Source: an optimization exercise on an open RTL-to-GDS flow (aim: a short achievable clock period and few clock cycles). Production flows keep margins and buffers that such runs may drop.
The RTL was checked by simulation tests, not by an equivalence proof against the original design.

## design/flow/run.sh

```bash
#!/bin/bash
# synth_recipe.tcl (not shown) runs the flow's synth.tcl, then flattens the netlist and writes it again
# the make line also repeats each setting of config.mk as NAME=value (left out here)
make -C /OpenROAD-flow-scripts/flow DESIGN_CONFIG=/design/flow/config.mk WORK_HOME=/design/flow/orfs CLKGATE_MAP_FILE= SYNTH_SCRIPT=/design/flow/synth_recipe.tcl finish
```

## design/flow/config.mk

```make
export PLATFORM = sky130hd
export DESIGN_NAME = CPU
export DESIGN_NICKNAME = CPU
export VERILOG_FILES = /design/flow/design.v
export SDC_FILE = /design/flow/constraint.sdc
export NUM_CORES = 4
export LEC_CHECK = 0
export CAP_MARGIN = 20
export CORE_MARGIN = 2
export CORE_UTILIZATION = 40
export PLACE_DENSITY = 0.6
export SLEW_MARGIN = 20
```

## design/flow/constraint.sdc

```tcl
create_clock -name core_clock -period 24.0 [get_ports {clk}]
set_input_delay 4.8000 -clock core_clock [delete_from_list [all_inputs] [get_ports {clk}]]
set_output_delay 4.8000 -clock core_clock [all_outputs]
set_load 0.01 [all_outputs]
```

## design/flow/design.v

```verilog
module CPU (
    output [6:0] disp0, disp1, disp2, disp3, disp4, disp5, disp6, disp7, disp8, disp9, disp10, disp11, disp12, disp13,
    output [2:0] flags,
    output halted,
    output [5:0] mem_addr,
    output mem_wr,
    output [13:0] mem_wdata,
    input [13:0] mem_rdata,
    input clk, rst);
    reg rst_q;              
    reg [5:0] addr;         
    reg [5:0] pc;           
    reg halt_r;
    reg dcyc;               
    reg wr_r;
    reg [13:0] wdata_r;
    reg ev;                 
    reg [13:0] ir;
    reg [13:0] A, B;        
    reg [111:0] rf;         
    reg [2:0] flags_r;
    reg [97:0] disp_r;
    reg mph;
    reg [20:0] p0, p1;
    reg dbusy;
    reg [3:0] dcnt;
    reg [13:0] drem, dq;
    reg [27:0] dd;
    assign mem_addr = addr;
    assign mem_wr = wr_r;
    assign mem_wdata = wdata_r;
    assign flags = flags_r;
    assign halted = halt_r;
    assign {disp13, disp12, disp11, disp10, disp9, disp8, disp7,
            disp6, disp5, disp4, disp3, disp2, disp1, disp0} = disp_r;
    wire [4:0] op = ir[13:9];
    wire [2:0] rd = ir[8:6];
    function [14:0] addc14(input [13:0] a, input [13:0] b, input cin);
        reg [13:0] g, p, G, P;
        integer i, d;
        begin
            g = a & b;
            p = a ^ b;
            G = g;
            P = p;
            G[0] = g[0] | (p[0] & cin);
            for (d = 1; d < 14; d = d * 2)
                for (i = 13; i >= d; i = i - 1) begin
                    G[i] = G[i] | (P[i] & G[i-d]);
                    P[i] = P[i] & P[i-d];
                end
            addc14 = {G[13], p ^ {G[12:0], cin}};
        end
    endfunction
    wire [14:0] addAB = addc14(A, B, 1'b0);
    wire [14:0] subAB = addc14(A, ~B, 1'b1);     
    wire ltAB = !subAB[14];
    wire eqAB = (A == B);
    wire [14:0] cmp2 = addc14({1'b0, A[13:1]}, ~{1'b0, B[12:0]}, 1'b1);
    wire lt2B = B[13] || !cmp2[14];
    wire bz = (B == 14'd0);
    wire bbig = |B[13:4];
    wire [13:0] shl = bbig ? 14'd0 : (A << B[3:0]);
    wire [13:0] shr = bbig ? 14'd0 : (A >> B[3:0]);
    wire [14:0] mulhi = addc14({7'd0, p0[13:7]}, {7'd0, p1[6:0]}, 1'b0);
    wire [13:0] mulres = {mulhi[6:0], p0[6:0]};
    wire mulovf = (p1 > 21'd1) || (p1 == 21'd1 && p0 >= 21'd128) || (p0 >= 21'd256);
    wire [14:0] cg1 = addc14(A >> 3, ~B, 1'b1);
    wire [14:0] cg2 = addc14(A >> 6, ~B, 1'b1);
    wire [14:0] cg3 = addc14(A >> 9, ~B, 1'b1);
    wire [14:0] cg4 = addc14(A >> 12, ~B, 1'b1);
    wire c1 = cg1[14];
    wire c2 = cg2[14];
    wire c3 = cg3[14];
    wire c4 = cg4[14];
    wire [3:0] nstep = c4 ? 4'd15 : c3 ? 4'd12 : c2 ? 4'd9 : c1 ? 4'd6 : 4'd3;
    wire [27:0] dd0 = c4 ? {B, 14'd0} : c3 ? {3'd0, B, 11'd0} : c2 ? {6'd0, B, 8'd0} :
                      c1 ? {9'd0, B, 5'd0} : {12'd0, B, 2'd0};
    wire div_slow = !bz && !lt2B;            
    wire [14:0] dt = addc14(drem, ~dd[13:0], 1'b1);
    wire dbit = dt[14] && (dd[27:14] == 14'd0);
    wire [13:0] dr_n = dbit ? dt[13:0] : drem;
    wire [13:0] dq_n = {dq[12:0], dbit};
    wire dlast = (dcnt == 4'd1);
    wire mz = (A == 14'd0) || (B == 14'd0);
    wire isMUL = (op == 5'b00101);
    wire isDIV = (op == 5'b00110);
    wire stall = ev && ((isMUL && !mph && !mz) ||
                        (isDIV && !dbusy && div_slow) ||
                        (isDIV && dbusy && !dlast));
    reg [13:0] res;
    reg wreg;
    always @(*) begin
        wreg = 1'b1;
        res = 14'd0;
        case (op)
            5'b00011: res = addAB[13:0];
            5'b00100: res = ltAB ? 14'd0 : subAB[13:0];
            5'b00101: res = mph ? mulres : 14'd0;
            5'b00110: res = dbusy ? dq_n : (bz ? A : (ltAB ? 14'd0 : 14'd1));
            5'b01101: res = A & B;
            5'b01110: res = A | B;
            5'b01111: res = ~A;
            5'b10000: res = A ^ B;
            5'b10001: res = ~A + 14'd1;
            5'b10010: res = shl;
            5'b10011: res = shr;
            5'b10100, 5'b10110: res = {A[12:0], 1'b0};
            5'b10101, 5'b10111: res = {1'b0, A[13:1]};
            5'b11000: res = {A[12:0], A[13]};
            5'b11001: res = {A[0], A[13:1]};
            5'b11101: res = A;
            default: wreg = 1'b0;
        endcase
    end
    reg fset;
    reg [2:0] fval;
    always @(*) begin
        fset = 1'b0;
        fval = 3'd0;
        case (op)
            5'b00011: begin fset = addAB[14]; fval = 3'd3; end
            5'b00100: begin fset = ltAB; fval = 3'd4; end
            5'b00101: begin fset = mph && mulovf; fval = 3'd3; end
            5'b00110: begin fset = !dbusy && bz; fval = 3'd5; end
            5'b00111: begin fset = 1'b1; fval = ltAB ? 3'd1 : 3'd2; end
            5'b01000: begin fset = 1'b1; fval = (!ltAB && !eqAB) ? 3'd1 : 3'd2; end
            5'b01001: begin fset = 1'b1; fval = (ltAB || eqAB) ? 3'd1 : 3'd2; end
            5'b01010: begin fset = 1'b1; fval = !ltAB ? 3'd1 : 3'd2; end
            5'b01011: begin fset = 1'b1; fval = eqAB ? 3'd1 : 3'd2; end
            5'b01100: begin fset = 1'b1; fval = !eqAB ? 3'd1 : 3'd2; end
            5'b10001: begin fset = (A != 14'd0); fval = 3'd3; end
            5'b11100: begin fset = 1'b1; fval = A[0] ? 3'd7 : 3'd6; end
            default: ;
        endcase
    end
    function [6:0] hex7(input [3:0] v);
        case (v)
            4'd0: hex7 = 7'b0000001;
            4'd1: hex7 = 7'b1001111;
            4'd2: hex7 = 7'b0010010;
            4'd3: hex7 = 7'b0000110;
            4'd4: hex7 = 7'b1001100;
            4'd5: hex7 = 7'b0100100;
            4'd6: hex7 = 7'b0100000;
            4'd7: hex7 = 7'b0001111;
            4'd8: hex7 = 7'b0000000;
            4'd9: hex7 = 7'b0001100;
            4'd10: hex7 = 7'b0001000;
            4'd11: hex7 = 7'b1100000;
            4'd12: hex7 = 7'b0110001;
            4'd14: hex7 = 7'b0110000;
            4'd15: hex7 = 7'b0111000;
            default: hex7 = 7'b1111111;
        endcase
    endfunction
    reg [97:0] dispb, disph;
    integer k;
    always @(*) begin
        for (k = 0; k < 14; k = k + 1)
            dispb[k*7 +: 7] = A[k] ? 7'b1001111 : 7'b0000001;
        disph = {98{1'b1}};
        disph[6:0] = hex7(A[3:0]);
        disph[13:7] = hex7(A[7:4]);
        disph[20:14] = hex7(A[11:8]);
        disph[27:21] = hex7({2'b00, A[13:12]});
    end
    wire ex = ev && !stall;                   
    wire wen = ex && wreg;
    wire [7:0] wsel = wen ? (8'd1 << rd) : 8'd0;
    wire [7:0] lsel = (ev && op == 5'b11110) ? (8'd1 << rd) : 8'd0;
    wire fetch = !halt_r && !dcyc && !stall;
    wire [4:0] fop = mem_rdata[13:9];
    wire [2:0] fd = mem_rdata[8:6];
    wire [2:0] fa = mem_rdata[5:3];
    wire [2:0] fb = mem_rdata[2:0];
    wire fmem = (fop == 5'b11110) || (fop == 5'b11111);
    wire [5:0] addr1 = addr + 6'd1;
    wire [13:0] rfa = (wen && rd == fa) ? res : rf[fa*14 +: 14];
    wire [13:0] rfb = (wen && rd == fb) ? res : rf[fb*14 +: 14];
    wire [13:0] rfd = (wen && rd == fd) ? res : rf[fd*14 +: 14];
    always @(posedge clk or posedge rst) begin
        if (rst) begin
            rst_q <= 1'b1;
            addr <= 6'd0;
            halt_r <= 1'b0;
            dcyc <= 1'b0;
            wr_r <= 1'b0;
            ev <= 1'b0;
        end else begin
            rst_q <= 1'b0;
            wr_r <= fetch && fop == 5'b11111;
            if (fetch) begin
                addr <= fmem ? mem_rdata[5:0] : addr1;
                dcyc <= fmem;
                ev <= (fop != 5'b00001);
                if (fop == 5'b00001) halt_r <= 1'b1;
            end else if (dcyc) begin
                addr <= pc;
                dcyc <= 1'b0;
                ev <= 1'b0;
            end
        end
    end
    always @(posedge clk) begin
        if (fetch) begin
            pc <= addr1;
            ir <= mem_rdata;
            A <= rfa;
            B <= rfb;
            wdata_r <= rfd;
        end
        if (ev && isMUL && !mph) begin
            p0 <= A * B[6:0];
            p1 <= A * B[13:7];
        end
        if (ev && isDIV) begin
            if (!dbusy) begin
                drem <= A;
                dq <= 14'd0;
                dd <= dd0;
                dcnt <= nstep;
            end else begin
                drem <= dr_n;
                dq <= dq_n;
                dd <= dd >> 1;
                dcnt <= dcnt - 4'd1;
            end
        end
    end
    always @(posedge clk) begin
        if (rst_q) begin
            rf <= 112'd0;
            flags_r <= 3'd0;
            disp_r <= {14{7'b0000001}};
            mph <= 1'b0;
            dbusy <= 1'b0;
        end else begin
            for (k = 0; k < 8; k = k + 1) begin
                if (lsel[k]) rf[k*14 +: 14] <= mem_rdata;
                else if (wsel[k]) rf[k*14 +: 14] <= res;
            end
            if (ex && fset) flags_r <= fval;
            if (ev && op == 5'b11010) disp_r <= dispb;
            if (ev && op == 5'b11011) disp_r <= disph;
            if (ev && isMUL) mph <= !mph && !mz;
            if (ev && isDIV) begin
                if (!dbusy) dbusy <= div_slow;
                else if (dlast) dbusy <= 1'b0;
            end
        end
    end
endmodule
```

==> impl_metrics.toml, run 1 <==
[timing]
maxSlewViolCount = 0
rsz0062_at_grt = "no"
tightestPinTransition_ps = 1200
timing.fmax_ghz = 0.132
fin_worst_skew_ps = 39.9
hold_viol_final = 0
final-setup-viol-count = 0
fin_crit_ps = 7560
tns_ps = 0
timing.final.crit_share_pct = 31.5
slew_headroom_pct = 19.8

[drt]
first_pass_iters = 7
drc = 0
routed-via-count = 25319
wirelength_mm = 105
drt-initial-drc-count = 2922
ant_nets = 0
vias_per_cell = 6.04
wire_per_inst_um = 24.9

[global_routing]
grt.busiest_layer = "met2"
grtUsageMet2_pct = 43.1
use_met1_pct = 34.9
antenna_found_initial = 1
use_met3_pct = 5.04
grt_pass1_vias = 24058
grt_remaining_overflow = 0
grt_pass1_wl_mm = 156
track_usage_pct = 26.5
grt_start_max_net_pins = 107

[clock_tree]
clockBufferDepth = 3
clk_latency_ps = 620
cts_tree = "done"
numCtsBuffers = 42
htreeDepth = 2
clkSinkCount = 343
clk_root_buffer_cell = "clkbuf_16"
cts_resized = 0
path_clk_slew_ps = 60
post-cts-setup-buffer-count = 0
holdBufCountCts = 0

[job]
maxCapViolCount = 0

[synthesis]
synth_top_area_cell = "edfxtp_1"
ys.flop_type = "dfxtp_1"
synth_enable_flop_cells = 157
synth_area_leaders = "edfxtp_1 (16%), dfxtp_1 (12%), ha_1 (9.8%), fa_1 (8.1%), mux4_2 (7.0%)"
synth_fa_ha_area_share_pct = 17.9
syn_avg_cell_area_sq_um = 9.32
synthDistinctLibCells = 107
synth_area_sq_um = 29900
synth-seq-cells = 343
synth_compound_area_share_pct = 16.8
async_reset_ff_share_pct = 3.21
synth_top_area_share_pct = 15.8
synth_mux_area_share_pct = 11.4
synth_top_family_by_area = "adder cells"
synth_seq_area_share_pct = 28.4
synth_xor_area_share_pct = 2.40
synthCells = 3209
synthSimpleGateAreaFrac_pct = 15.3
yosysWarnings = 1

[place]
place.gp.congestion = 1.04
port_buffers = 127
hpwl_mm = 72.6

[critical_path]
start_kind = "input port"
crit_required_ps = 24490
worst_ep_arrival_time_ps = 8060
r2r_cells = 16
cp_max_fo = 28
worstSetupEndpointType = "flop"
path_class = "input port to flop"

[finish]
multi_input_area_sq_um = 19200
layout-drive-gt1-share_pct = 11.5
nFillCells = 7203
final_util_pct = 44.7
seq_area_sq_um = 8500
n_antenna_cell = 0
syn_to_final_growth_pct = 11.0
layout.nets = 3559

[status]
status = "timing/DRC/antenna clean"

[die]
initial_utilization_pct = 40.3
die-area_sq_um = 76900
num_rows = 100
core_sq_um = 74200
die_width_um = 277
io_pins = 139
die-height_um = 277

[min_path]
whs_path_depth = 1
hold_path_class = "flop to flop"
-- kinds of logic after synthesis --
kind of cell / count (synthesis)
AO/OA/AOI/OAI: 727
flip-flops: 343
buffers and inverters: 532
XOR/XNOR: 82
adder cells (fa/ha/maj): 354
multiplexers: 210
other: 2
AND/OR/NAND/NOR: 959
-- worst paths after layout --
| path | startpoint | endpoint | slack, ps |
|---|---|---|---|
| max | mem_rdata[5] | disph[3] | 16440 |
| min | pc[2] | addr[2] | 450 |
| max reg2reg | B[6] | disph[10] | 17600 |
| min reg2reg | pc[2] | addr[2] | 450 |
| max in group asynchronous | rst | rst_q | 19180 |
| min in group asynchronous | rst | halt_r | 4490 |
-- per-layer routing --
layer,up-vias,wire [um]
li1,11498,-
met1,12405,42500
met2,1156,48700
met4,0,4210
met3,260,9130
met5,-,0
-- cells in the final DEF, fill, tap and decap left out, drive strengths merged, types with 42 or more instances in the layout --
| cell | n |
|---|---|
| nand3 | 58 |
| ha | 233 |
| clkbuf | 56 |
| nor2 | 354 |
| a311oi | 42 |
| fa | 121 |
| mux4 | 93 |
| edfxtp | 157 |
| inv | 227 |
| xnor2 | 55 |
| nor3 | 96 |
| nand2 | 215 |
| clkdlybuf4s50 | 121 |
| a21oi | 162 |
| buf | 96 |
| mux2i | 78 |
| dfxtp | 175 |
| o21ai | 143 |
| a211oi | 99 |
-- cell usage after synthesis (42+ instances only) --
cell type / number
nor3_1: 96
ha_1: 233
inv_1: 224
a311oi_1: 42
o21ai_0: 134
nand3_1: 58
xnor2_1: 55
a21oi_1: 158
edfxtp_1: 157
clkbuf_1: 158
nor2_1: 352
nand2_1: 215
mux2i_1: 72
dfxtp_1: 175
mux4_2: 93
fa_1: 121
a211oi_1: 94
buf_4: 69
-- registers in the layout, indices dropped and copies added, names as in the netlist, 13 cells and up --
register / count
B: 14
p0: 21
dd: 28
A: 14
rf: 112
wdata_r: 14
p1: 21
drem: 14
disp_r: 37
dq: 13
disph: 21
-- metrics by stage --
| stage | cells | hold WS [ps] | cell area, sq um | setup WS (ps) |
|---|---|---|---|---|
| 2_1_floorplan | 3220 | 428 | 29900 | 16120 |
| 3_3_place_gp | 4112 | 436 | 31700 | 15810 |
| 3_5_place_dp | 4112 | 444 | 31700 | 15820 |
| 4_1_cts | 4189 | 450 | 33100 | 16450 |
| 5_1_grt | 4191 | 478 | 33200 | 16210 |
| 6_report | 4191 | 447 | 33200 | 16440 |
-- cell type report --
cell class / instances / share of cell area, %
clock buffers: 56 / 3.64
clock inverters: 21 / 0.739
inverters: 239 / 2.71
multi-input cells: 2345 / 57.8
flip-flops and latches: 343 / 25.6
well taps: 969 / 3.65
repair buffers: 218 / 5.86
-- worst max-delay path: stages --
cell             delay, ps
clkdlybuf4s50_1        470
buf_4                  380
xor2_1                 120
nor3_1                 190
nand4_1                130
a21oi_2                140
buf_4                  300
mux2_2                 400
mux2_4                 300
inv_1                  130
ha_1                   310
nor3_1                 210
a31o_2                 130
a311oi_1                40
Testbench counts, summed over its fixed seeds: cycles 63,354.
==> inputs of run 2 (changes only) <==
--- a/design/flow/design.v
+++ b/design/flow/design.v
@@ -20,8 +20,11 @@
     reg [111:0] rf;         
     reg [2:0] flags_r;
     reg [97:0] disp_r;
-    reg mph;
-    reg [20:0] p0, p1;
+    reg [1:0] mph;
+    reg [17:0] pp0, pp1, pp2;
+    reg [15:0] pp3;
+    reg [13:0] mres;
+    reg movf;
     reg dbusy;
     reg [3:0] dcnt;
     reg [13:0] drem, dq;
@@ -62,9 +65,9 @@
     wire bbig = |B[13:4];
     wire [13:0] shl = bbig ? 14'd0 : (A << B[3:0]);
     wire [13:0] shr = bbig ? 14'd0 : (A >> B[3:0]);
-    wire [14:0] mulhi = addc14({7'd0, p0[13:7]}, {7'd0, p1[6:0]}, 1'b0);
-    wire [13:0] mulres = {mulhi[6:0], p0[6:0]};
-    wire mulovf = (p1 > 21'd1) || (p1 == 21'd1 && p0 >= 21'd128) || (p0 >= 21'd256);
+    wire [21:0] mlo = {4'd0, pp0} + {pp1, 4'd0};
+    wire [13:0] mfull = mlo[13:0] + {pp2[5:0], 8'd0} + {pp3[1:0], 12'd0};
+    wire mover = (|mlo[21:8]) || (|pp2) || (|pp3);
     wire [14:0] cg1 = addc14(A >> 3, ~B, 1'b1);
     wire [14:0] cg2 = addc14(A >> 6, ~B, 1'b1);
     wire [14:0] cg3 = addc14(A >> 9, ~B, 1'b1);
@@ -85,7 +88,7 @@
     wire mz = (A == 14'd0) || (B == 14'd0);
     wire isMUL = (op == 5'b00101);
     wire isDIV = (op == 5'b00110);
-    wire stall = ev && ((isMUL && !mph && !mz) ||
+    wire stall = ev && ((isMUL && mph == 2'd0 && !mz) || (isMUL && mph == 2'd1) ||
                         (isDIV && !dbusy && div_slow) ||
                         (isDIV && dbusy && !dlast));
     reg [13:0] res;
@@ -96,7 +99,7 @@
         case (op)
             5'b00011: res = addAB[13:0];
             5'b00100: res = ltAB ? 14'd0 : subAB[13:0];
-            5'b00101: res = mph ? mulres : 14'd0;
+            5'b00101: res = mph[1] ? mres : 14'd0;
             5'b00110: res = dbusy ? dq_n : (bz ? A : (ltAB ? 14'd0 : 14'd1));
             5'b01101: res = A & B;
             5'b01110: res = A | B;
@@ -121,7 +124,7 @@
         case (op)
             5'b00011: begin fset = addAB[14]; fval = 3'd3; end
             5'b00100: begin fset = ltAB; fval = 3'd4; end
-            5'b00101: begin fset = mph && mulovf; fval = 3'd3; end
+            5'b00101: begin fset = mph[1] && movf; fval = 3'd3; end
             5'b00110: begin fset = !dbusy && bz; fval = 3'd5; end
             5'b00111: begin fset = 1'b1; fval = ltAB ? 3'd1 : 3'd2; end
             5'b01000: begin fset = 1'b1; fval = (!ltAB && !eqAB) ? 3'd1 : 3'd2; end
@@ -135,24 +138,17 @@
         endcase
     end
     function [6:0] hex7(input [3:0] v);
-        case (v)
-            4'd0: hex7 = 7'b0000001;
-            4'd1: hex7 = 7'b1001111;
-            4'd2: hex7 = 7'b0010010;
-            4'd3: hex7 = 7'b0000110;
-            4'd4: hex7 = 7'b1001100;
-            4'd5: hex7 = 7'b0100100;
-            4'd6: hex7 = 7'b0100000;
-            4'd7: hex7 = 7'b0001111;
-            4'd8: hex7 = 7'b0000000;
-            4'd9: hex7 = 7'b0001100;
-            4'd10: hex7 = 7'b0001000;
-            4'd11: hex7 = 7'b1100000;
-            4'd12: hex7 = 7'b0110001;
-            4'd14: hex7 = 7'b0110000;
-            4'd15: hex7 = 7'b0111000;
-            default: hex7 = 7'b1111111;
-        endcase
+        reg [15:0] m;
+        begin
+            m = 16'd1 << v;
+            hex7[6] = |(m & 16'h2812);
+            hex7[5] = |(m & 16'hf860);
+            hex7[4] = |(m & 16'hf004);
+            hex7[3] = |(m & 16'ha692);
+            hex7[2] = |(m & 16'h22ba);
+            hex7[1] = |(m & 16'h208e);
+            hex7[0] = |(m & 16'h3083);
+        end
     endfunction
     reg [97:0] dispb, disph;
     integer k;
@@ -176,9 +172,10 @@
     wire [2:0] fb = mem_rdata[2:0];
     wire fmem = (fop == 5'b11110) || (fop == 5'b11111);
     wire [5:0] addr1 = addr + 6'd1;
-    wire [13:0] rfa = (wen && rd == fa) ? res : rf[fa*14 +: 14];
-    wire [13:0] rfb = (wen && rd == fb) ? res : rf[fb*14 +: 14];
-    wire [13:0] rfd = (wen && rd == fd) ? res : rf[fd*14 +: 14];
+    wire fw = ev && wreg;
+    wire [13:0] rfa = (fw && rd == fa) ? res : rf[fa*14 +: 14];
+    wire [13:0] rfb = (fw && rd == fb) ? res : rf[fb*14 +: 14];
+    wire [13:0] rfd = (fw && rd == fd) ? res : rf[fd*14 +: 14];
     always @(posedge clk or posedge rst) begin
         if (rst) begin
             rst_q <= 1'b1;
@@ -203,16 +200,22 @@
         end
     end
     always @(posedge clk) begin
+        wdata_r <= rfd;
         if (fetch) begin
             pc <= addr1;
             ir <= mem_rdata;
             A <= rfa;
             B <= rfb;
-            wdata_r <= rfd;
-        end
-        if (ev && isMUL && !mph) begin
-            p0 <= A * B[6:0];
-            p1 <= A * B[13:7];
+        end
+        if (ev && isMUL && mph == 2'd0) begin
+            pp0 <= A * B[3:0];
+            pp1 <= A * B[7:4];
+            pp2 <= A * B[11:8];
+            pp3 <= A * B[13:12];
+        end
+        if (ev && isMUL && mph == 2'd1) begin
+            mres <= mfull;
+            movf <= mover;
         end
         if (ev && isDIV) begin
             if (!dbusy) begin
@@ -233,7 +236,7 @@
             rf <= 112'd0;
             flags_r <= 3'd0;
             disp_r <= {14{7'b0000001}};
-            mph <= 1'b0;
+            mph <= 2'd0;
             dbusy <= 1'b0;
         end else begin
             for (k = 0; k < 8; k = k + 1) begin
@@ -243,7 +246,7 @@
             if (ex && fset) flags_r <= fval;
             if (ev && op == 5'b11010) disp_r <= dispb;
             if (ev && op == 5'b11011) disp_r <= disph;
-            if (ev && isMUL) mph <= !mph && !mz;
+            if (ev && isMUL) mph <= (mph == 2'd0) ? {1'b0, !mz} : (mph == 2'd1) ? 2'd2 : 2'd0;
             if (ev && isDIV) begin
                 if (!dbusy) dbusy <= div_slow;
                 else if (dlast) dbusy <= 1'b0;
==> design/flow/flow/run.sh (new file) <==
#!/bin/bash
# The standard layout, with timing repair aimed well below the clock period
# (the constraints are unchanged): a setup margin for repair_timing, cell
# resizing not held to the same footprint, and ports buffered with buf_4.
set -euo pipefail
bash standard.sh SETUP_SLACK_MARGIN=18 MATCH_CELL_FOOTPRINT=0 \
    "BUFFER_PORTS_ARGS=-buffer_cell sky130_fd_sc_hd__buf_4" finish > make_finish.log 2>&1
==> design/flow/standard.sh (new file) <==
#!/bin/bash
# synth_recipe.tcl (not shown) runs the flow's synth.tcl, then flattens the netlist and writes it again
# the make line also repeats each setting of config.mk as NAME=value (left out here)
make -C /OpenROAD-flow-scripts/flow DESIGN_CONFIG=/design/flow/config.mk WORK_HOME=/design/flow/orfs CLKGATE_MAP_FILE= SYNTH_SCRIPT=/design/flow/synth_recipe.tcl "${@:-finish}"
removed: design/flow/run.sh
==> impl_metrics.toml, run 2 <==
[finish]
layout-drive-gt1-share_pct = 13.9
largest_reg_flops = 112
n_antenna_cell = 0
final_cell_mix = "nor2_1 (294), nand2_1 (263), inv_1 (242)"
mostFrequentLayoutCell = "nor2_1"
syn_to_final_growth_pct = 10.5
nFillCells = 7210
layout.nets = 3662

[critical_path]
max_stage_delay_ps = 350
worstSetupEndpointType = "output pin"
cp_max_fo = 11
cpLargestDelayFamily = "flip-flops"
worstSetupEndpoint = "disp12[4]"
path_depth = 2
critPathSlowestCell = "dfxtp_4"
start_kind = "flop"
worstReg2RegEnd = "B[0]"
r2r_cells = 11
critPathBufInv = 2
r2r_setup_slack_ps = 18620
critPathLaunch = "disp_r[96]"
crit_required_ps = 19200
path_cells = "buf_12 > buf_4"
path_class = "flop to output pin"
worst_ep_arrival_time_ps = 1230
reg2reg_from = "A[3]"

[global_routing]
grt_start_max_net_pins = 86
grt_remaining_overflow = 0
grt_pass1_vias = 24441
grt_pass1_wl_mm = 152
track_usage_pct = 25.2
antenna_found_initial = 1

[synthesis]
synth_area_sq_um = 30300
synthDistinctLibCells = 90
synthCells = 3353
async_reset_ff_share_pct = 3.01
synth_top_area_share_pct = 18.4
synth-seq-cells = 366
synth_seq_area_share_pct = 30.5
synth_top_area_cell = "edfxtp_1"
ys.flop_type = "edfxtp_1"
synth_area_leaders = "edfxtp_1 (18%), dfxtp_1 (11%), ha_1 (9.9%), mux4_2 (6.8%), fa_1 (5.1%)"
syn_avg_cell_area_sq_um = 9.04
synth_common_cells = "nor2_1 (298), nand2_1 (263), inv_1 (243)"
synth_most_common_cell = "nor2_1"
yosysWarnings = 1
synth_enable_flop_cells = 186

[clock_tree]
clkSinkCount = 366
clockBufferDepth = 3
clk_root_buffer_cell = "clkbuf_16"
path_clk_slew_ps = 70
clk_latency_ps = 620
htreeDepth = 2
cts_tree = "done"
numCtsBuffers = 43
holdBufCountCts = 0

[drt]
wirelength_mm = 100
drc = 0
routed-via-count = 25908
first_pass_iters = 5
drt-initial-drc-count = 2617
ant_nets = 0
vias_per_cell = 5.98
wire_per_inst_um = 23.1

[timing]
tns_ps = 0
timing.final.crit_share_pct = 25.1
hold_viol_final = 0
final-setup-viol-count = 0
tightestPinTransition_ps = 1160
maxSlewViolCount = 0
fin_worst_skew_ps = 32.7
slew_headroom_pct = 22.5
timing.fmax_ghz = 0.166
finalHoldWorstSlack_ps = 426
fin_crit_ps = 6030
rsz0062_at_grt = "yes"

[job]
maxCapViolCount = 0

[die]
core_sq_um = 74700
die-height_um = 279
die_width_um = 279
io_pins = 139
num_rows = 100
initial_utilization_pct = 40.6
die-area_sq_um = 78000

[place]
hpwl_mm = 67.6
place.gp.congestion = 0.978
port_buffers = 127

[status]
status = "timing/DRC/antenna clean"

[min_path]
hold_path_class = "flop to flop"
[run 2: cell count changes after synthesis, moves of 26 or more]
cell / previous run / this run
a221oi_1: 14 / 40
a211oi_1: 94 / 64
a31oi_1: 11 / 72
fa_1: 121 / 77
edfxtp_1: 157 / 186
nand3b_1: 30 / 3
nand2_1: 215 / 263
nor2b_1: 21 / 62
mux2_2: 33 / 6
nor2_1: 352 / 298
a21oi_1: 158 / 225
[run 2: final cells by class]
class,count,area (sq um),share of cell area [%]
Sequential cell,366,9260,27.6
Tap cell,969,1210,3.62
Multi-Input combinational cell,2450,19000,56.8
Clock buffer,60,1180,3.52
Timing Repair Buffer,213,1660,4.97
Inverter,256,961,2.87
Clock inverter,16,200,0.598
[run 2: routing by layer]
metal  GRT usage [%]  vias up  wire (um)  part of all wire [%]
met5               0        -          0                     0
met4            9.97        0       4330                   4.3
met3            5.17      258       8900                   8.9
met2            40.1     1110      45400                    45
met1            33.6    12475      41400                    41
li1                -    12065          -                     -
[run 2: logic make-up (layout without fill, tap and decap cells)]
kind of cell    after synthesis  after routing  share of synthesized area, %
simple gates                978            978                          15.4
compound gates              889            889                          19.5
buf+inv                     548            545                          7.86
flops                       366            366                          30.5
fa+ha+maj                   316            316                          15.0
mux                         156            156                          8.97
xor+xnor                     98             98                          2.83
other cells                   2             13                        0.0248
[run 2: worst min path at each step]
stage                      start  endpoint  depth (start not counted)
after floorplan           pp0[0]   mres[0]                          0
after global placement    pp0[3]   mres[3]                          0
after detailed placement  pp0[2]   mres[2]                          0
after CTS                 pp0[0]   mres[0]                          0
after global routing      pp0[3]   mres[3]                          0
final                     pp0[3]   mres[3]                          0
[run 2: what timing repair did]
action                                  4_1_cts  5_1_grt
setup buffers                                 8        2
pin swaps                                     3        0
endpoints found under the setup margin       59       41
gates resized for setup                       5       11
[run 2: stage by stage]
stage | setup slack, ps | utilization (%) | instances | instance area [sq um]
detailed placement | 16910 | 42.8 | 4243 | 32000
global route | 17950 | 44.9 | 4330 | 33500
global placement | 16930 | 42.8 | 4241 | 31900
finish | 17970 | 44.9 | 4330 | 33500
floorplan | 17860 | - | 3364 | 30700
CTS | 17950 | 44.7 | 4327 | 33400
[run 2: worst reg2reg max path: stages, from the launching register on]
cell and delay, ps:
edfxtp_1 330, buf_4 380, clkinv_1 850, ha_1 810, or3_1 210, nor2_1 70
o311a_1 350, nor3_1 880, a21oi_1 170, o211ai_1 700, and2_1 310, a21oi_1 90
Testbench counts of run 2, summed over its fixed seeds: cycles 63,495.
==> inputs of run 3 (changes only) <==
--- a/design/flow/design.v
+++ b/design/flow/design.v
@@ -151,7 +151,7 @@
         end
     endfunction
     reg [97:0] dispb, disph;
-    integer k;
+    integer k, kf, kw;
     always @(*) begin
         for (k = 0; k < 14; k = k + 1)
             dispb[k*7 +: 7] = A[k] ? 7'b1001111 : 7'b0000001;
@@ -172,10 +172,15 @@
     wire [2:0] fb = mem_rdata[2:0];
     wire fmem = (fop == 5'b11110) || (fop == 5'b11111);
     wire [5:0] addr1 = addr + 6'd1;
-    wire fw = ev && wreg;
-    wire [13:0] rfa = (fw && rd == fa) ? res : rf[fa*14 +: 14];
-    wire [13:0] rfb = (fw && rd == fb) ? res : rf[fb*14 +: 14];
-    wire [13:0] rfd = (fw && rd == fd) ? res : rf[fd*14 +: 14];
+    wire [7:0] fsel = (ev && wreg) ? (8'd1 << rd) : 8'd0;
+    reg [111:0] rfn;
+    always @(*) begin
+        for (kf = 0; kf < 8; kf = kf + 1)
+            rfn[kf*14 +: 14] = fsel[kf] ? res : rf[kf*14 +: 14];
+    end
+    wire [13:0] rfa = rfn[fa*14 +: 14];
+    wire [13:0] rfb = rfn[fb*14 +: 14];
+    wire [13:0] rfd = rfn[fd*14 +: 14];
     always @(posedge clk or posedge rst) begin
         if (rst) begin
             rst_q <= 1'b1;
@@ -200,12 +205,12 @@
         end
     end
     always @(posedge clk) begin
+        A <= rfa;
+        B <= rfb;
         wdata_r <= rfd;
         if (fetch) begin
             pc <= addr1;
             ir <= mem_rdata;
-            A <= rfa;
-            B <= rfb;
         end
         if (ev && isMUL && mph == 2'd0) begin
             pp0 <= A * B[3:0];
@@ -239,9 +244,9 @@
             mph <= 2'd0;
             dbusy <= 1'b0;
         end else begin
-            for (k = 0; k < 8; k = k + 1) begin
-                if (lsel[k]) rf[k*14 +: 14] <= mem_rdata;
-                else if (wsel[k]) rf[k*14 +: 14] <= res;
+            for (kw = 0; kw < 8; kw = kw + 1) begin
+                if (lsel[kw]) rf[kw*14 +: 14] <= mem_rdata;
+                else if (wsel[kw]) rf[kw*14 +: 14] <= res;
             end
             if (ex && fset) flags_r <= fval;
             if (ev && op == 5'b11010) disp_r <= dispb;
==> design/flow/flow/run.sh (replaced) <==
#!/bin/bash
# The standard layout, with timing repair aimed well below the clock period
# (the constraints are unchanged): a setup margin for repair_timing, cell
# resizing not held to the same footprint, and ports buffered with buf_4.
set -euo pipefail
bash standard.sh SETUP_SLACK_MARGIN=18.5 MATCH_CELL_FOOTPRINT=0 \
    "BUFFER_PORTS_ARGS=-buffer_cell sky130_fd_sc_hd__buf_4" finish > make_finish.log 2>&1
==> impl_metrics.toml, run 3 <==
[min_path]
hold_path_class = "flop to flop"
whs_path_depth = 0

[synthesis]
synthSimpleGateAreaFrac_pct = 19.0
synthDistinctLibCells = 100
synth_mux_area_share_pct = 5.81
synth_top_area_cell = "edfxtp_1"
synth_top_area_share_pct = 15.3
synth_common_cells = "nor2_1 (420), nand2_1 (397), a21oi_1 (248)"
synth_area_sq_um = 31000
synth_xor_area_share_pct = 2.74
synth_fa_ha_area_share_pct = 14.7
synthCells = 3714
synth-seq-cells = 366
yosysWarnings = 1
ys.flop_type = "dfxtp_1"
synth_most_common_cell = "nor2_1"
async_reset_ff_share_pct = 3.01
synth_enable_flop_cells = 158
synth_compound_area_share_pct = 21.5
syn_avg_cell_area_sq_um = 8.34
synth_top_family_by_area = "compound AO/OA/AOI/OAI gates"
synth_seq_area_share_pct = 29.0
synth_area_leaders = "edfxtp_1 (15%), dfxtp_1 (13%), ha_1 (9.6%), nor2_1 (5.1%), fa_1 (5.0%)"

[global_routing]
grt_pass1_vias = 28066
grt_remaining_overflow = 0
grt_start_max_net_pins = 82
grt_pass1_wl_mm = 180
antenna_found_initial = 0
track_usage_pct = 29.8

[drt]
drc = 0
wire_per_inst_um = 25.3
drt-initial-drc-count = 3147
vias_per_cell = 6.19
wirelength_mm = 121
first_pass_iters = 6
ant_nets = 0
routed-via-count = 29646

[place]
dp.cells = 4678
place.gp.congestion = 1.02
port_buffers = 127
hpwl_mm = 85.1

[finish]
final_util_pct = 45.9
final_cell_mix = "nor2_1 (411), nand2_1 (383), a21oi_1 (245)"
mostFrequentLayoutCell = "nor2_1"
nFillCells = 7705
largest_reg_flops = 112
multi_input_area_sq_um = 20300
layout-drive-gt1-share_pct = 15.7
n_antenna_cell = 0
syn_to_final_growth_pct = 14.3
layout.nets = 4044
stdcell_count = 4791
seq_area_sq_um = 9090

[die]
initial_utilization_pct = 40.2
num_rows = 102
die_width_um = 282
io_pins = 139
die-area_sq_um = 79700
die-height_um = 282
core_sq_um = 77100

[clock_tree]
cts_tree = "done"
clk_latency_ps = 660
holdBufCountCts = 0
clk_root_buffer_cell = "clkbuf_16"
clockBufferDepth = 3
clkSinkCount = 366
path_clk_slew_ps = 70
htreeDepth = 2
numCtsBuffers = 47

[job]
maxCapViolCount = 0

[critical_path]
crit_required_ps = 19200
r2r_cells = 14
worst_ep_arrival_time_ps = 1260
critPathBufInv = 2
path_cells = "buf_6 > buf_4"
path_class = "flop to output pin"
critPathSlowestCell = "dfxtp_4"
start_kind = "flop"
path_depth = 2
worstSetupEndpointType = "output pin"
cp_max_fo = 10
cpLargestDelayFamily = "flip-flops"
max_stage_delay_ps = 360

[timing]
tightestPinTransition_ps = 1150
finalHoldWorstSlack_ps = 417
hold_viol_final = 0
maxSlewViolCount = 0
fin_worst_skew_ps = 68.6
tns_ps = 0
final-setup-viol-count = 0
rsz0062_at_grt = "yes"
fin_crit_ps = 6060
timing.final.crit_share_pct = 25.3
slew_headroom_pct = 23.1
timing.fmax_ghz = 0.165

[status]
status = "timing/DRC/antenna clean"
-- run 3: cell families (layout without fill, tap and decap cells) --
group / after synthesis / count (layout)
simple gates: 1272 / 1272
compound gates: 1010 / 1010
buf+inv: 516 / 542
flops: 366 / 366
fa+ha+maj: 316 / 316
mux: 135 / 135
xor+xnor: 97 / 97
other cells: 2 / 13
-- run 3: what timing repair did --
action	in CTS	in global routing
setup buffers	12	12
pin swaps	0	1
setup endpoints to repair	149	147
resized for setup	184	21
-- run 3: stage by stage --
step	setup slack (ps)	instance area [sq um]
after floorplan	18220	31900
after global placement	17630	33000
after detailed placement	17600	33000
after CTS	17940	35200
after global routing	17910	35400
final	17940	35400
-- run 3: layout make-up --
type	count	area share, %
Multi-Input combinational cell	2843	57.4
Sequential cell	366	25.7
Timing Repair Buffer	243	6.42
Tap cell	1040	3.68
Clock buffer	52	3.38
Inverter	211	2.34
Clock inverter	36	1.07
-- run 3: metal layers --
layer / up-vias / share of wire [%] / track usage, %
li1: 13361 / - / -
met1: 14237 / 41 / 38.8
met2: 1608 / 43 / 45.6
met3: 440 / 9.5 / 6.17
met4: 0 / 6.6 / 17.5
met5: - / 0 / 0
-- run 3: worst reg2reg max path: stages (launching register included) --
cell	delay (ps)
dfxtp_1	300
buf_4	430
inv_1	560
ha_1	570
a211oi_1	430
o21ai_0	170
a21oi_1	450
o221ai_1	190
a21oi_1	270
mux2i_1	220
nor4b_4	230
buf_4	300
o21ai_0	290
mux4_2	550
a211o_1	270
-- run 3: worst paths after layout --
path	to	from	slack [ps]
hold / removal	mres[0]	pp0[0]	420
min in group asynchronous	addr[4]	rst	4160
hold reg to reg	mres[0]	pp0[0]	420
setup / recovery	disp8[5]	disp_r[96]	17940
setup reg to reg	wdata_r[13]	A[1]	18650
max in group asynchronous	addr[0]	rst	19490
Testbench counts of run 3, summed over its fixed seeds: cycles 63,495.
==> inputs of run 4 (changes only) <==
==> design/flow/flow/run.sh (replaced) <==
#!/bin/bash
# The standard layout, with timing repair aimed well below the clock period
# (the constraints are unchanged): a setup margin for repair_timing, cell
# resizing not held to the same footprint, ports buffered with buf_4, and a
# denser floorplan for a smaller clock tree.
set -euo pipefail
bash standard.sh SETUP_SLACK_MARGIN=18.8 MATCH_CELL_FOOTPRINT=0 \
    "BUFFER_PORTS_ARGS=-buffer_cell sky130_fd_sc_hd__buf_4" \
    CORE_UTILIZATION=60 PLACE_DENSITY=0.72 finish > make_finish.log 2>&1
==> impl_metrics.toml, run 4 <==
[status]
status = "timing/DRC/antenna clean"

[finish]
syn_to_final_growth_pct = 17.4
mostFrequentLayoutCell = "nor2_1"
nFillCells = 3713
layout.nets = 4100
largest_reg_flops = 112
final_cell_mix = "nor2_1 (403), nand2_1 (378), a21oi_1 (242)"
layout-drive-gt1-share_pct = 19.1

[die]
num_rows = 83
core_sq_um = 51200
initial_utilization_pct = 60.5
io_pins = 139
die-height_um = 231
die_width_um = 231
die-area_sq_um = 53400

[synthesis]
synth_seq_area_share_pct = 29.0
synth_top_area_share_pct = 15.3
synthCells = 3714
synthSimpleGateAreaFrac_pct = 19.0
synthDistinctLibCells = 100
synth-seq-cells = 366
syn_avg_cell_area_sq_um = 8.34
synth_common_cells = "nor2_1 (420), nand2_1 (397), a21oi_1 (248)"
synth_fa_ha_area_share_pct = 14.7
synth_area_leaders = "edfxtp_1 (15%), dfxtp_1 (13%), ha_1 (9.6%), nor2_1 (5.1%), fa_1 (5.0%)"
synth_top_family_by_area = "compound AO/OA/AOI/OAI gates"
synth_most_common_cell = "nor2_1"
synth_compound_area_share_pct = 21.5
async_reset_ff_share_pct = 3.01
synth_mux_area_share_pct = 5.81
ys.flop_type = "dfxtp_1"
synth_area_sq_um = 31000
synth_top_area_cell = "edfxtp_1"
synth_xor_area_share_pct = 2.74
yosysWarnings = 1
synth_enable_flop_cells = 158

[critical_path]
path_class = "flop to output pin"
max_stage_delay_ps = 360
critPathSlowestCell = "dfxtp_4"
worst_ep_arrival_time_ps = 1250
worstSetupEndpointType = "output pin"
r2r_setup_slack_ps = 18820
start_kind = "flop"
path_cells = "buf_12 > buf_4"
crit_required_ps = 19200
worstReg2RegEnd = "wdata_r[13]"
r2r_cells = 15
reg2reg_from = "B[2]"
cp_max_fo = 9

[global_routing]
grt_pass1_vias = 30988
grt_remaining_overflow = 0
antenna_found_initial = 1
grt_start_max_net_pins = 87
track_usage_pct = 46.8
grt_pass1_wl_mm = 189

[drt]
drt-initial-drc-count = 4637
first_pass_iters = 8
drc = 0
wirelength_mm = 130
routed-via-count = 31857
ant_nets = 0
wire_per_inst_um = 28.9
vias_per_cell = 7.10

[place]
place.gp.congestion = 1.05
hpwl_mm = 85.1
port_buffers = 127

[min_path]
hold_path_class = "flop to flop"
whs_path_depth = 0
hp-start = "pp0[1]"
min_to = "mres[1]"

[timing]
final-setup-viol-count = 0
timing.fmax_ghz = 0.165
hold_viol_final = 0
rsz0062_at_grt = "yes"
slew_headroom_pct = 12.7
fin_worst_skew_ps = 66.5
tns_ps = 0
finalHoldWorstSlack_ps = 426
fin_crit_ps = 6050
maxSlewViolCount = 0
timing.final.crit_share_pct = 25.2
tightestPinTransition_ps = 1310

[clock_tree]
htreeDepth = 2
path_clk_slew_ps = 70
clk_latency_ps = 640
numCtsBuffers = 42
clockBufferDepth = 3
cts_tree = "done"
clk_root_buffer_cell = "clkbuf_16"
clkSinkCount = 366

[job]
maxCapViolCount = 0
## run 4: cell count changes in the layout (fill, tap and decap cells not counted), moves of 24 or more
cell     change
o21ai_0     -54
o21ai_1     +52
a22oi_1     -33
a22oi_2     +33
buf_4       +24
## run 4: what timing repair did
item	CTS	global route
setup endpoints to repair	164	158
cloned	11	6
hold buffers	0	0
setup buffers	37	39
gates resized for setup	225	89
pin swaps	13	33
## run 4: critical path: cells and delay by family (launching register included)
kind                   cells  cell delay (ps)
buffers and inverters      2              280
flip-flops                 1              360
## run 4: per-layer routing
| metal | up-vias | share of wire (%) | global-route usage [%] |
|---|---|---|---|
| li1 | 13440 | - | - |
| met1 | 14931 | 33 | 54.9 |
| met2 | 2685 | 44 | 72.9 |
| met5 | - | 0 | 0 |
| met3 | 801 | 13 | 11.0 |
| met4 | 0 | 10 | 38.8 |
## run 4: how the worst max path moves through the flow
| stage | from | end | slack (ps) | depth (start not counted) |
|---|---|---|---|---|
| global route | disp_r[96] | disp11[5] | 17940 | 2 |
| floorplan | mem_rdata[12] | addr[1] | 18220 | 6 |
| detailed placement | mem_rdata[7] | wdata_r[6] | 17540 | 6 |
| CTS | disp_r[96] | disp8[5] | 17960 | 2 |
| global placement | mem_rdata[7] | wdata_r[6] | 17560 | 6 |
| finish | disp_r[96] | disp5[4] | 17950 | 2 |
## run 4: cell type report
type,count,area [sq um],area share (%)
antenna,2,5.00,0.0138
clock buffer,61,1150,3.17
clock inverter,17,146,0.403
inverter,211,867,2.38
multi-input combinational,2843,21000,57.7
sequential,366,9070,24.9
tap,680,851,2.34
timing repair buffer,304,3300,9.07
## run 4: cell families after synthesis
group	Yosys count
AOI/OAI and AO/OA	1010
xor gates and xnor gates	97
adders and majority gates	316
buffers and inverters	516
DFF	366
muxes	135
other	2
and+or+nand+nor	1272
## run 4: stage by stage
stage | utilization, % | cells | worst slack (ps) | instance area [sq um]
floorplan | - | 3725 | 18220 | 32500
global placement | 64.1 | 4311 | 17560 | 32800
detailed placement | 64.1 | 4311 | 17540 | 32800
CTS | 69.4 | 4437 | 17960 | 35500
global route | 71.0 | 4482 | 17940 | 36400
finish | 71.0 | 4484 | 17950 | 36400
==> inputs of run 5 (changes only) <==
--- a/design/flow/design.v
+++ b/design/flow/design.v
@@ -11,6 +11,9 @@
     reg [5:0] addr;         
     reg [5:0] pc;           
     reg halt_r;
+    reg [447:0] shadow;
+    reg [6:0] hw;
+    reg lh;                 
     reg dcyc;               
     reg wr_r;
     reg [13:0] wdata_r;
@@ -113,6 +116,7 @@
             5'b11000: res = {A[12:0], A[13]};
             5'b11001: res = {A[0], A[13:1]};
             5'b11101: res = A;
+            5'b11110: begin wreg = lh; res = shadow[ir[4:0]*14 +: 14]; end
             default: wreg = 1'b0;
         endcase
     end
@@ -164,13 +168,14 @@
     wire ex = ev && !stall;                   
     wire wen = ex && wreg;
     wire [7:0] wsel = wen ? (8'd1 << rd) : 8'd0;
-    wire [7:0] lsel = (ev && op == 5'b11110) ? (8'd1 << rd) : 8'd0;
+    wire [7:0] lsel = (dcyc && op == 5'b11110) ? (8'd1 << rd) : 8'd0;
     wire fetch = !halt_r && !dcyc && !stall;
     wire [4:0] fop = mem_rdata[13:9];
     wire [2:0] fd = mem_rdata[8:6];
     wire [2:0] fa = mem_rdata[5:3];
     wire [2:0] fb = mem_rdata[2:0];
-    wire fmem = (fop == 5'b11110) || (fop == 5'b11111);
+    wire fhit = ({1'b0, mem_rdata[5:0]} < hw) && (mem_rdata[5:5] == 0);
+    wire fmem = (fop == 5'b11110 && !fhit) || (fop == 5'b11111);
     wire [5:0] addr1 = addr + 6'd1;
     wire [7:0] fsel = (ev && wreg) ? (8'd1 << rd) : 8'd0;
     reg [111:0] rfn;
@@ -186,15 +191,18 @@
             rst_q <= 1'b1;
             addr <= 6'd0;
             halt_r <= 1'b0;
+            hw <= 7'd0;
             dcyc <= 1'b0;
             wr_r <= 1'b0;
             ev <= 1'b0;
         end else begin
             rst_q <= 1'b0;
             wr_r <= fetch && fop == 5'b11111;
+            if (fetch && !hw[6] && addr == hw[5:0]) hw <= hw + 7'd1;
             if (fetch) begin
                 addr <= fmem ? mem_rdata[5:0] : addr1;
                 dcyc <= fmem;
+                lh <= (fop == 5'b11110);
                 ev <= (fop != 5'b00001);
                 if (fop == 5'b00001) halt_r <= 1'b1;
             end else if (dcyc) begin
@@ -205,6 +213,7 @@
         end
     end
     always @(posedge clk) begin
+        if (addr[5:5] == 0) shadow[addr[4:0]*14 +: 14] <= wr_r ? wdata_r : mem_rdata;
         A <= rfa;
         B <= rfb;
         wdata_r <= rfd;
==> impl_metrics.toml, run 5 <==
[status]
status = "timing/DRC/antenna clean"

[finish]
final_util_pct = 76.1
layout.nets = 6886
design_area_sq_um = 72600
mostFrequentLayoutCell = "nand2_1"
syn_to_final_growth_pct = 25.2
largest_reg_flops = 448
layout-drive-gt1-share_pct = 27.8
final_cell_mix = "nand2_1 (873), edfxtp_1 (612), nor2_1 (497)"
stdcell_count = 7891

[timing]
tightestPinTransition_ps = 1410
finalWorstSetupSlack_ps = 17740
tns_ps = 0
maxSlewViolCount = 0
timing.final.crit_share_pct = 26.1
hold_viol_final = 0
final-setup-viol-count = 0
timing.fmax_ghz = 0.160
rsz0062_at_grt = "yes"
finalHoldWorstSlack_ps = 401
fin_worst_skew_ps = 76.3
fin_crit_ps = 6260
slew_headroom_pct = 5.63

[synthesis]
synth-seq-cells = 827
yosysWarnings = 1
synthSimpleGateAreaFrac_pct = 16.7
synth_top_area_cell = "edfxtp_1"
synth_most_common_cell = "nand2_1"
synth_compound_area_share_pct = 19.9
synth_top_family_by_area = "compound AO/OA/AOI/OAI gates"
syn_avg_cell_area_sq_um = 9.25
ys.flop_type = "edfxtp_1"
async_reset_ff_share_pct = 2.18
synth_area_sq_um = 58000
synthCells = 6265
synth_area_leaders = "edfxtp_1 (32%), dfxtp_1 (6.8%), nand2_1 (6.2%), ha_1 (5.5%), mux4_2 (5.0%)"
synth_seq_area_share_pct = 39.3
synth_mux_area_share_pct = 8.37
synth_common_cells = "nand2_1 (964), edfxtp_1 (612), nor2_1 (590)"
synth_xor_area_share_pct = 1.82
synthDistinctLibCells = 113
synth_enable_flop_cells = 612
synth_fa_ha_area_share_pct = 8.36
synth_top_area_share_pct = 31.7

[place]
port_buffers = 127
hpwl_mm = 167
place_area_sq_um = 60900
dp.cells = 7342
place.gp.congestion = 1.10
dp_slack_ps = 16140

[clock_tree]
clk_latency_ps = 770
cts_tree = "done"
htreeDepth = 3
clk_root_buffer_cell = "clkbuf_16"
clockBufferDepth = 3
path_clk_slew_ps = 60
clkSinkCount = 827
numCtsBuffers = 94

[drt]
routed-via-count = 58866
first_pass_iters = 12
vias_per_cell = 7.46
wire_per_inst_um = 33.7
drc = 0
wirelength_mm = 266
drt-initial-drc-count = 10849
ant_nets = 0

[global_routing]
grt_pass1_wl_mm = 370
antenna_found_initial = 28
grt_remaining_overflow = 0
track_usage_pct = 51.4
grt_pass1_vias = 53960
grt_start_max_net_pins = 106

[die]
die-area_sq_um = 99100
io_pins = 139
die-height_um = 315
num_rows = 113
initial_utilization_pct = 60.8
die_width_um = 315
core_sq_um = 95300

[min_path]
hold_path_class = "flop to flop"
hp-start = "pp0[3]"

[critical_path]
worst_ep_arrival_time_ps = 6720
reg2reg_from = "addr[0]"
max_stage_delay_ps = 350
critPathSlowestCell = "or3_1"
cp_max_fo = 7
critPathLaunch = "mem_rdata[7]"
crit_required_ps = 24460
path_cells = "buf_12 > mux2i_4 > nand2_1 > o21ai_2 > nor2_1 > or3_1 > o211ai_1 > buf_4 > nor2_4 > a21oi_4 > buf_6 > buf_12 > o21ai_1"
path_class = "input port to flop"
worstSetupEndpointType = "flop"
start_kind = "input port"
crit_top_cell = "buf_12"

[job]
maxCapViolCount = 0
[run 5: cell families after synthesis]
family                     count (synthesis)
DFF                                      827
muxes                                    291
AOI/OAI and AO/OA                       1761
xor gates and xnor gates                 117
buffers and inverters                    732
other                                      2
adders and majority gates                337
and+or+nand+nor                         2198
[run 5: worst paths after layout]
kind	end	slack (ps)	cells after the start
worst min-delay path	mres[3]	400	0
max in group asynchronous	halt_r	19280	2
min in group asynchronous	addr[0]	4230	2
worst min register to register	mres[3]	400	0
worst max register to register	shadow[424]	18020	15
worst max-delay path	shadow[49]	17740	13
[run 5: critical path, delay by kind of cell]
| kind | cells | cell delay [ps] |
|---|---|---|
| compound gates | 4 | 450 |
| simple gates | 4 | 580 |
| mux | 1 | 180 |
| buf+inv | 4 | 690 |
[run 5: routing by layer]
layer	global-route usage (%)	routed length, um	up-vias
li1	-	-	23721
met1	62.0	85400	27633
met2	73.2	108000	5654
met3	19.7	42600	1824
met4	41.9	29000	34
met5	0	517	-
[run 5: cell type report]
cell class / count / area [sq um]
multi-input combinational: 4717 / 36200
inverter: 235 / 1010
clock inverter: 48 / 637
clock buffer: 126 / 2620
tap: 1265 / 1580
timing repair buffer: 653 / 7510
timing repair inverter: 5 / 53.8
sequential: 827 / 22900
antenna: 15 / 37.5
fill: 6362 / 22700
[run 5: what timing repair did]
action	CTS	global route
resized for setup	797	301
endpoints found under the setup margin	636	621
buffers inserted	221	102
hold buffers	0	0
gates cloned	31	5
pin swaps	127	100
Testbench counts of run 5, summed over its fixed seeds: cycles 60,953.
==> inputs of run 6 (changes only) <==
==> design/flow/flow/run.sh (replaced) <==
#!/bin/bash
# The standard layout, with timing repair aimed well below the clock period
# (the constraints are unchanged): a setup margin for repair_timing, cell
# resizing not held to the same footprint, and ports buffered with buf_4.
set -euo pipefail
bash standard.sh SETUP_SLACK_MARGIN=18.5 MATCH_CELL_FOOTPRINT=0 \
    "BUFFER_PORTS_ARGS=-buffer_cell sky130_fd_sc_hd__buf_4" finish > make_finish.log 2>&1
==> impl_metrics.toml, run 6 <==
[clock_tree]
clockBufferDepth = 3
clk_root_buffer_cell = "clkbuf_16"
htreeDepth = 3
clkSinkCount = 827
holdBufCountCts = 0
path_clk_slew_ps = 60
cts_tree = "done"
numCtsBuffers = 98
clk_latency_ps = 770

[synthesis]
synthSimpleGateAreaFrac_pct = 16.7
synth_xor_area_share_pct = 1.82
synth_compound_area_share_pct = 19.9
synth_enable_flop_cells = 612
syn_avg_cell_area_sq_um = 9.25
synth_most_common_cell = "nand2_1"
synthDistinctLibCells = 113
synth_area_sq_um = 58000
async_reset_ff_share_pct = 2.18
synth_top_family_by_area = "compound AO/OA/AOI/OAI gates"
synth_seq_area_share_pct = 39.3
yosysWarnings = 1
ys.flop_type = "edfxtp_1"
synth-seq-cells = 827
synth_top_area_cell = "edfxtp_1"
synth_mux_area_share_pct = 8.37
synth_fa_ha_area_share_pct = 8.36
synth_common_cells = "nand2_1 (964), edfxtp_1 (612), nor2_1 (590)"
synth_top_area_share_pct = 31.7
synthCells = 6265
synth_area_leaders = "edfxtp_1 (32%), dfxtp_1 (6.8%), nand2_1 (6.2%), ha_1 (5.5%), mux4_2 (5.0%)"

[finish]
nFillCells = 12913
multi_input_area_sq_um = 36000
layout.nets = 6901
seq_area_sq_um = 22900
mostFrequentLayoutCell = "nand2_1"
syn_to_final_growth_pct = 26.7
layout-drive-gt1-share_pct = 27.9
largest_reg_flops = 448
final_cell_mix = "nand2_1 (913), edfxtp_1 (612), nor2_1 (499)"

[drt]
wirelength_mm = 267
first_pass_iters = 22
drc = 0
routed-via-count = 56290
vias_per_cell = 6.59
wire_per_inst_um = 31.3
ant_nets = 0
drt-initial-drc-count = 7586

[die]
initial_utilization_pct = 40.3
io_pins = 139
core_sq_um = 144000
num_rows = 139
die_width_um = 385
die-height_um = 385
die-area_sq_um = 148000

[critical_path]
path_class = "flop to output pin"
start_kind = "flop"
crit_required_ps = 19200
worstSetupEndpointType = "output pin"
cp_max_fo = 5
worst_ep_arrival_time_ps = 1430

[min_path]
hold_path_class = "flop to flop"

[timing]
rsz0062_at_grt = "yes"
finalWorstSetupSlack_ps = 17770
slew_headroom_pct = 12.5
maxSlewViolCount = 0
hold_viol_final = 0
tightestPinTransition_ps = 1300
timing.fmax_ghz = 0.160
fin_worst_skew_ps = 90.5
tns_ps = 0
timing.final.crit_share_pct = 26.0
fin_crit_ps = 6230
final-setup-viol-count = 0

[status]
status = "timing/DRC/antenna clean"

[global_routing]
antenna_found_initial = 15
grt_pass1_wl_mm = 375
grt_pass1_vias = 52288
grt_start_max_net_pins = 82
track_usage_pct = 34.7
grt_remaining_overflow = 0

[place]
place.gp.congestion = 0.988
dp_slack_ps = 16220
port_buffers = 127
hpwl_mm = 179

[job]
maxCapViolCount = 0
[run 6: cell count changes in the layout (fill, tap and decap cells not counted), moves of 10 or more]
cell      change
nand2_2      -37
clkinv_1     +13
buf_4        +19
o21ai_2      +44
o21ai_1      -40
nand2_1      +40
nand2_8      -10
[run 6: cells by family (layout without fill, tap and decap cells)]
kind of cell | after synthesis | in the layout
and+or+nand+nor | 2198 | 2198
AOI/OAI and AO/OA | 1761 | 1761
DFF | 827 | 827
buffers and inverters | 732 | 1087
adders and majority gates | 337 | 337
muxes | 291 | 291
xor gates and xnor gates | 117 | 117
other | 2 | 19
[run 6: worst paths after layout]
| check | from | to | slack (ps) | cells after the start |
|---|---|---|---|---|
| max in group asynchronous | rst | addr[4] | 19250 | 2 |
| worst min-delay path | pp0[2] | mres[2] | 420 | 0 |
| min in group asynchronous | rst | halt_r | 4200 | 2 |
| worst min register to register | pp0[2] | mres[2] | 420 | 0 |
| worst max register to register | addr[0] | shadow[102] | 18120 | 16 |
| worst max-delay path | disp_r[96] | disp11[5] | 17770 | 2 |
[run 6: routing by layer]
metal / part of all wire, % / global-route usage, %
met1: 37 / 44.4
met2: 43 / 52.1
met3: 12 / 9.02
met4: 8.0 / 22.0
met5: 0.042 / 0
[run 6: layout make-up]
type	instances	area share, %
flip-flops and latches	827	31.2
multi-input cells	4717	49.0
clock inverters	56	0.990
repair buffers	665	10.3
repair inverters	4	0.0886
clock buffers	127	3.76
inverters	235	1.36
diodes	6	0.0205
well taps	1903	3.24
[run 6: stage by stage]
step	hold WS [ps]	instance area, sq um	utilization [%]	std cells
2_1_floorplan	400	59600	-	6276
3_3_place_gp	404	61500	42.8	7979
3_5_place_dp	418	61600	42.9	7981
4_1_cts	420	70600	49.2	8414
5_1_grt	423	73400	51.1	8535
6_report	420	73400	51.1	8540
[run 6: timing repair]
action / in CTS / in global routing
pin swaps: 90 / 104
resized for setup: 745 / 367
setup endpoints to repair: 669 / 627
buffers inserted: 223 / 112
gates cloned: 27 / 7
[run 6: worst max-delay path: stages, from the launching register on]
cell and delay [ps]:
dfxtp_4 380, clkbuf_16 160, buf_4 130

[static timing again, ports no longer ideal]
The results above use ideal ports. As a check the final layouts listed here were re-extracted and re-timed, cells and wires unchanged.
Step 1: set_driving_cell puts a clkbuf_16 on clk and a buf_2 on each other input, an assumption about the parent block.
Step 2 times the ports against the registers' clock, not the clock port: input delays grow and output delays shrink by t, the midpoint of the rising clock arrivals with the driver on.
Slacks: no drivers / after step 1 / after step 2; pairs: no drivers / after step 1.
| run | shift t [ns] | slack for setup (ns) | worst setup path at the end | clock arrival spread, ns | slew at the worst register clock pin (ns) |
|---|---|---|---|---|---|
| run 1 | 0.664 | 16.437 / 16.478 / 15.814 | input to register | 0.040 / 0.040 | 0.07 / 0.07 |
| run 2 | 0.661 | 17.973 / 17.911 / 17.498 | input to register | 0.034 / 0.035 | 0.07 / 0.07 |
| run 3 | 0.699 | 17.939 / 17.871 / 17.853 | input to register | 0.069 / 0.069 | 0.07 / 0.07 |
| run 4 | 0.665 | 17.954 / 17.890 / 17.921 | input to register | 0.073 / 0.073 | 0.07 / 0.07 |
| run 5 | 0.806 | 17.741 / 17.682 / 16.876 | input to register | 0.078 / 0.078 | 0.08 / 0.08 |
| run 6 | 0.812 | 17.767 / 17.683 / 17.007 | input to register | 0.103 / 0.103 | 0.07 / 0.07 |
After both steps setup and hold are still met in every run listed. For run 5, which loses most, drivers alone change the setup slack by -0.059 ns; drivers and shift together by -0.865 ns.
